What follows belongs to an exercise in optimizing a design on an open flow for small area; a production flow would make more cautious choices.
Function was checked by simulation only, so behaviour that the tests miss may differ from the original.
No driver is modelled on the clock port, so clock power and skew are understated where the tree is cut down; a real chip needs a root buffer or a tree.
Power and IR drop assume default switching activity.

// bms_fsm
module bms_fsm #(
  parameter integer DB_V   = 1000,
  parameter integer PERS_V = 50000,
  parameter integer RCV_V  = 5000,
  parameter integer DB_T   = 1000,
  parameter integer PERS_T = 50000,
  parameter integer RCV_T  = 5000,
  parameter integer DB_I   = 500,
  parameter integer PERS_I = 10000,
  parameter integer RCV_I  = 2000
)(
  input  wire clk,
  input  wire rst_n,
  input  wire ov_raw, uv_raw, ot_raw, ut_raw, oc_raw,
  input  wire msk_ov, msk_uv, msk_ot, msk_ut, msk_oc,
  input  wire chg_en,
  input  wire fault_clear_en,
  output reg  [3:0] state_1hot  
);
Size in the first run: roughly 210 cells after synthesis, about 18 I/O pins, roughly 0.0026 mm² of cells after synthesis.
Settings: LEC_CHECK=0, CAP_MARGIN=20, CORE_MARGIN=2, CORE_UTILIZATION=40, CTS_BUF_LIST=sky130_fd_sc_hd__clkbuf_2 sky130_fd_sc_hd__clkbuf_4, CTS_CLUSTER_DIAMETER=60, CTS_CLUSTER_SIZE=20, SLEW_MARGIN=20; clock period 10.0 ns.
run.sh (not shown) runs the stock make flow with config.mk's settings and CLKGATE_MAP_FILE= SYNTH_SCRIPT=/design/flow/synth_recipe.tcl, a recipe that flattens the netlist after the stock synthesis.
Then changed:
- CTS_BUF_LIST: sky130_fd_sc_hd__clkbuf_2 sky130_fd_sc_hd__clkbuf_4 -> sky130_fd_sc_hd__clkbuf_4
- CTS_CLUSTER_DIAMETER: 60 -> 100
- CTS_CLUSTER_SIZE: 20 -> 30
Result: The changed run ran to the end with no violations; wire length does not change; critical path depth stays the same; sequential share of layout area is unchanged; worst setup slack is unchanged; total power stays the same; cell count does not change; synthesized cell count does not change; cell area is unchanged.
Then changed:
- CTS_BUF_LIST: sky130_fd_sc_hd__clkbuf_4 -> default
- CTS_CLUSTER_DIAMETER: 100 -> default
- CTS_CLUSTER_SIZE: 30 -> default
Result: Worst setup slack improved by 0.080 ns. Via count grows slightly. Non-clock buffer count stays the same. Final cell count stays the same.


## before
The RTL this note starts from:
==> flow/design.v <==
module debounce_persist #(
  parameter integer N     = 10,
  parameter integer TA    = 2,
  parameter integer TB    = 9,
  parameter integer XNOR  = 0,
  parameter [N-1:0] LOAD  = {N{1'b0}},
  parameter [N-1:0] LOAD1 = {N{1'b0}}
)(
  input  wire         clk,
  input  wire         step,
  input  wire         ld1,
  output reg  [N-1:0] q
);
  wire fb = q[TA] ^ q[TB] ^ (XNOR != 0);
  always @(posedge clk) begin
    if (step)     q <= {~q[N-2:0], fb};
    else if (ld1) q <= LOAD1;
    else          q <= LOAD;
  end
endmodule
module bms_fsm #(
  parameter integer DB_V   = 1000,
  parameter integer PERS_V = 50000,
  parameter integer RCV_V  = 5000,
  parameter integer DB_T   = 1000,
  parameter integer PERS_T = 50000,
  parameter integer RCV_T  = 5000,
  parameter integer DB_I   = 500,
  parameter integer PERS_I = 10000,
  parameter integer RCV_I  = 2000
)(
  input  wire clk,
  input  wire rst_n,
  input  wire ov_raw, uv_raw, ot_raw, ut_raw, oc_raw,
  input  wire msk_ov, msk_uv, msk_ot, msk_ut, msk_oc,
  input  wire chg_en,
  input  wire fault_clear_en,
  output reg  [3:0] state_1hot  
);
  wire ov = ov_raw & msk_ov;
  wire uv = uv_raw & msk_uv;
  wire ot = ot_raw & msk_ot;
  wire ut = ut_raw & msk_ut;
  wire oc = oc_raw & msk_oc;
  wire a  = ov | uv | ut;
  reg run;
  reg uv_d, ut_d, oc_d, a_d;
  always @(posedge clk) begin
    uv_d <= uv; ut_d <= ut; oc_d <= oc; a_d <= a;
  end
  wire [9:0] c_ot;
  debounce_persist #(.N(10), .TA(2), .TB(9), .XNOR(0), .LOAD(10'd682), .LOAD1(10'd683))
    u_c_ot (.clk(clk), .step(ot & run), .ld1(ot), .q(c_ot));
  wire [9:0] c_ov;
  debounce_persist #(.N(10), .TA(2), .TB(9), .XNOR(0), .LOAD(10'd682), .LOAD1(10'd683))
    u_c_ov (.clk(clk), .step(ov & run), .ld1(ov), .q(c_ov));
  wire [10:0] c_oc;
  debounce_persist #(.N(11), .TA(1), .TB(10), .XNOR(0), .LOAD(11'd955), .LOAD1(11'd955))
    u_c_oc (.clk(clk), .step(run & (oc == oc_d)), .ld1(1'b0), .q(c_oc));
  wire [15:0] c_uv;
  debounce_persist #(.N(16), .TA(6), .TB(15), .XNOR(0), .LOAD(16'd5488), .LOAD1(16'd5488))
    u_c_uv (.clk(clk), .step(run & uv & uv_d), .ld1(1'b0), .q(c_uv));
  wire [15:0] c_ut;
  debounce_persist #(.N(16), .TA(6), .TB(15), .XNOR(1), .LOAD(16'd40678), .LOAD1(16'd40678))
    u_c_ut (.clk(clk), .step(run & (ut ? ut_d : ~(a | a_d))), .ld1(1'b0), .q(c_ut));
  wire ot_1000 = ((c_ot & 10'd1023) == 10'd555);
  wire ov_1000 = ((c_ov & 10'd1023) == 10'd555);
  wire oc_hi500 = ((c_oc & 11'd1961) == 11'd32);
  wire oc_lo2000 = ((c_oc & 11'd1979) == 11'd1297);
  wire uv_1000 = ((c_uv & 16'd3597) == 16'd1029);
  wire uv_50000 = ((c_uv & 16'd16367) == 16'd5700);
  wire ut_1000 = ((c_ut & 16'd25680) == 16'd17408);
  wire a_lo5000 = ((c_ut & 16'd42361) == 16'd1049);
  wire ut_50000 = ((c_ut & 16'd32703) == 16'd30983);
  reg shut_p;             
  reg uv_hi, ut_hi, ut_pers, a_lo, oc_lo;
  always @(posedge clk) begin
    shut_p  <= run & (ot_1000 | ov_1000 | (oc_d & oc_hi500) | uv_50000);
    uv_hi   <= run & uv_d & (uv_1000 | uv_hi);
    ut_hi   <= run & ut_d & (ut_1000 | ut_hi);
    ut_pers <= run & ut_d & (ut_50000 | ut_pers);
    a_lo    <= run & ~a_d & (a_lo5000 | a_lo);
    oc_lo   <= run & ~oc_d & (oc_lo2000 | oc_lo);
  end
  wire want_shutdown = shut_p | (ut_hi & chg_en);
  wire want_fault    = ut_pers & ~chg_en;
  wire want_warn     = uv_hi | (ut_hi & ~chg_en);
  wire clear_ok      = a_lo & oc_lo;
  reg  [1:0] cur;
  wire is_norm  = (cur == 2'b00);
  wire is_warn  = (cur == 2'b11);
  wire is_fault = (cur == 2'b01);
  wire is_shut  = (cur == 2'b10);
  wire to_shut  = is_shut | want_shutdown;
  wire to_fault = ~to_shut & (want_fault | (~want_warn & is_fault & ~(fault_clear_en & clear_ok)));
  wire to_warn  = ~to_shut & ~want_fault &
                  (want_warn | (is_warn & ~clear_ok) | (is_fault & fault_clear_en & clear_ok));
  wire to_norm  = ~to_shut & ~to_fault & ~to_warn;
  wire [1:0] nxt = run ? (({2{to_norm}} & 2'b00) | ({2{to_warn}} & 2'b11) |
                          ({2{to_fault}} & 2'b01) | ({2{to_shut}} & 2'b10)) : 2'b00;
  always @(posedge clk or negedge rst_n) begin
    if (!rst_n) begin
      run <= 1'b0;
      cur <= 2'b00;
    end else begin
      run <= rst_n;    
      cur <= nxt;
    end
  end
  always @* begin
    state_1hot[0] = is_norm;
    state_1hot[1] = is_warn;
    state_1hot[2] = is_fault;
    state_1hot[3] = is_shut;
  end
endmodule
==> flow/config.mk <==
export PLATFORM = sky130hd
export DESIGN_NAME = bms_fsm
export DESIGN_NICKNAME = bms_fsm
export VERILOG_FILES = /design/flow/design.v
export SDC_FILE = /design/flow/constraint.sdc
export NUM_CORES = 4
export LEC_CHECK = 0
export CAP_MARGIN = 20
export CORE_MARGIN = 2
export CORE_UTILIZATION = 40
export SLEW_MARGIN = 20
==> flow/constraint.sdc <==
create_clock -name core_clock -period 10.0 [get_ports {clk}]
set_input_delay 2.0000 -clock core_clock [delete_from_list [all_inputs] [get_ports {clk}]]
set_output_delay 2.0000 -clock core_clock [all_outputs]
set_load 0.01 [all_outputs]
standard.sh (not shown) runs the stock make flow with config.mk's settings and CLKGATE_MAP_FILE= SYNTH_SCRIPT=/design/flow/synth_recipe.tcl, a recipe that flattens the netlist after the stock synthesis.
==> flow/flow/run.sh <==
#!/bin/bash
# Own layout flow: the standard flow (standard.sh) with two changes:
#  * the port buffers are buf_1 cells;
#  * the clock tree is built by flow/my_cts.tcl (via the PRE_CTS_TCL hook in
#    flow/cts_hook.tcl): clock port -> one root inverter -> 4 leaf inverters
#    -> the flip-flops.
# make's full output (all tools) goes to flow.log; ORFS's per-step logs stay
# under orfs/logs/.
set -euo pipefail
bash standard.sh "PRE_CTS_TCL=$PWD/flow/cts_hook.tcl" \
  "BUFFER_PORTS_ARGS=-buffer_cell sky130_fd_sc_hd__buf_1" finish > flow.log 2>&1
Other scripts of this flow, unchanged in this note and not shown: flow/flow/cts_hook.tcl, flow/flow/my_cts.tcl
What after does differently from before at the input level:
==> flow/flow/run.sh <==
#!/bin/bash
# Own layout flow: the standard flow (standard.sh) with three changes:
#  * the port buffers are buf_1 cells;
#  * the clock tree is built by flow/my_cts.tcl (via the PRE_CTS_TCL hook in
#    flow/cts_hook.tcl): clock port -> one root inverter -> 4 leaf inverters
#    -> the flip-flops;
#  * after CTS, flow/downsize.tcl (POST_CTS_TCL hook) swaps logic cells to
#    the smallest drive strength of the same function where timing allows.
# make's full output (all tools) goes to flow.log; ORFS's per-step logs stay
# under orfs/logs/.
set -euo pipefail
bash standard.sh "PRE_CTS_TCL=$PWD/flow/cts_hook.tcl" "POST_CTS_TCL=$PWD/flow/downsize.tcl" \
  "BUFFER_PORTS_ARGS=-buffer_cell sky130_fd_sc_hd__buf_1" finish > flow.log 2>&1
==> flow/flow/downsize.tcl (new file) <==
# POST_CTS_TCL hook: swap each logic cell for the smallest cell of the same
# function (same name stem, other drive strength) while timing stays met
# with room to spare and no max slew/cap violation appears.
proc ds_area {m} { return [expr {[$m getWidth] * [$m getHeight]}] }
proc downsize_all {} {
  set db [ord::get_db]
  set block [ord::get_db_block]
  set libs [$db getLibs]
  set n 0
  foreach inst [$block getInsts] {
    set m [$inst getMaster]
    set name [$m getName]
    if {![regexp {^(sky130_fd_sc_hd__[a-z0-9]+)_([0-9]+)$} $name -> stem drv]} continue
    if {[regexp {^sky130_fd_sc_hd__(dfxtp|dfrtp|dfstp|tapvpwrvgnd|fill|decap|conb|clkbuf|clkinv|inv|buf)} $stem]} continue
    if {[string match "clk*" [$inst getName]]} continue
    set best $m
    foreach d {0 1 2} {
      if {$d >= $drv} break
      set cand [$db findMaster ${stem}_$d]
      if {$cand == "NULL" || $cand == ""} continue
      if {[ds_area $cand] < [ds_area $best]} { set best $cand }
    }
    if {$best == $m} continue
    set iname [$inst getName]
    replace_cell [get_cells $iname] [$best getName]
    estimate_parasitics -placement
    set ok 1
    if {[sta::worst_slack -max] < 1.0 || [sta::worst_slack -min] < 0.05 || [sta::max_slew_violation_count] > 0 || [sta::max_capacitance_violation_count] > 0} { set ok 0 }
    if {$ok} { incr n; puts "downsize: $iname $name -> [$best getName]" } else { replace_cell [get_cells $iname] $name; estimate_parasitics -placement }
  }
  puts "downsize: $n cells"
}
downsize_all
Results
The via density per instance was comparable across after and before.
Between after and before, the transition time at the pin with the least slew margin does not differ in any meaningful way.
Looking at after and before, the power is a wash.
Comparing before with after, the hold slack came out essentially unchanged.
No run of this note takes its clock network from TritonCTS; it comes from the design's own scripts or RTL.

[afterwards: timing with drivers on the ports]
No port has a modelled driver above. Below, the same layouts with a new extraction and two added sets of constraints.
Step 1 sets driving cells, clkbuf_16 on the clock port and buf_2 on the other inputs (assumed; they add their load-dependent delay and slew).
Step 2, shift: input delay + t, output delay - t, t = (earliest + latest rising clock arrival at the registers) / 2. This alone moves slack from input paths to output paths.
a / b / c = ideal ports / drivers / drivers and shift; a / b = the first two.
run	t, ns	slack for setup (ns)	worst slew at a driven data input, ns
the first run of note 1	0.432	6.423 / 6.396 / 6.299	0.03
the second run of note 1	0.432	6.423 / 6.396 / 6.299	0.03
the third run of note 1	0.369	6.503 / 6.473 / 6.309	0.03
before	0.231	6.947 / 6.952 / 6.727	0.03
after	0.231	6.947 / 6.952 / 6.727	0.03
After both steps setup and hold are still met in every run listed.
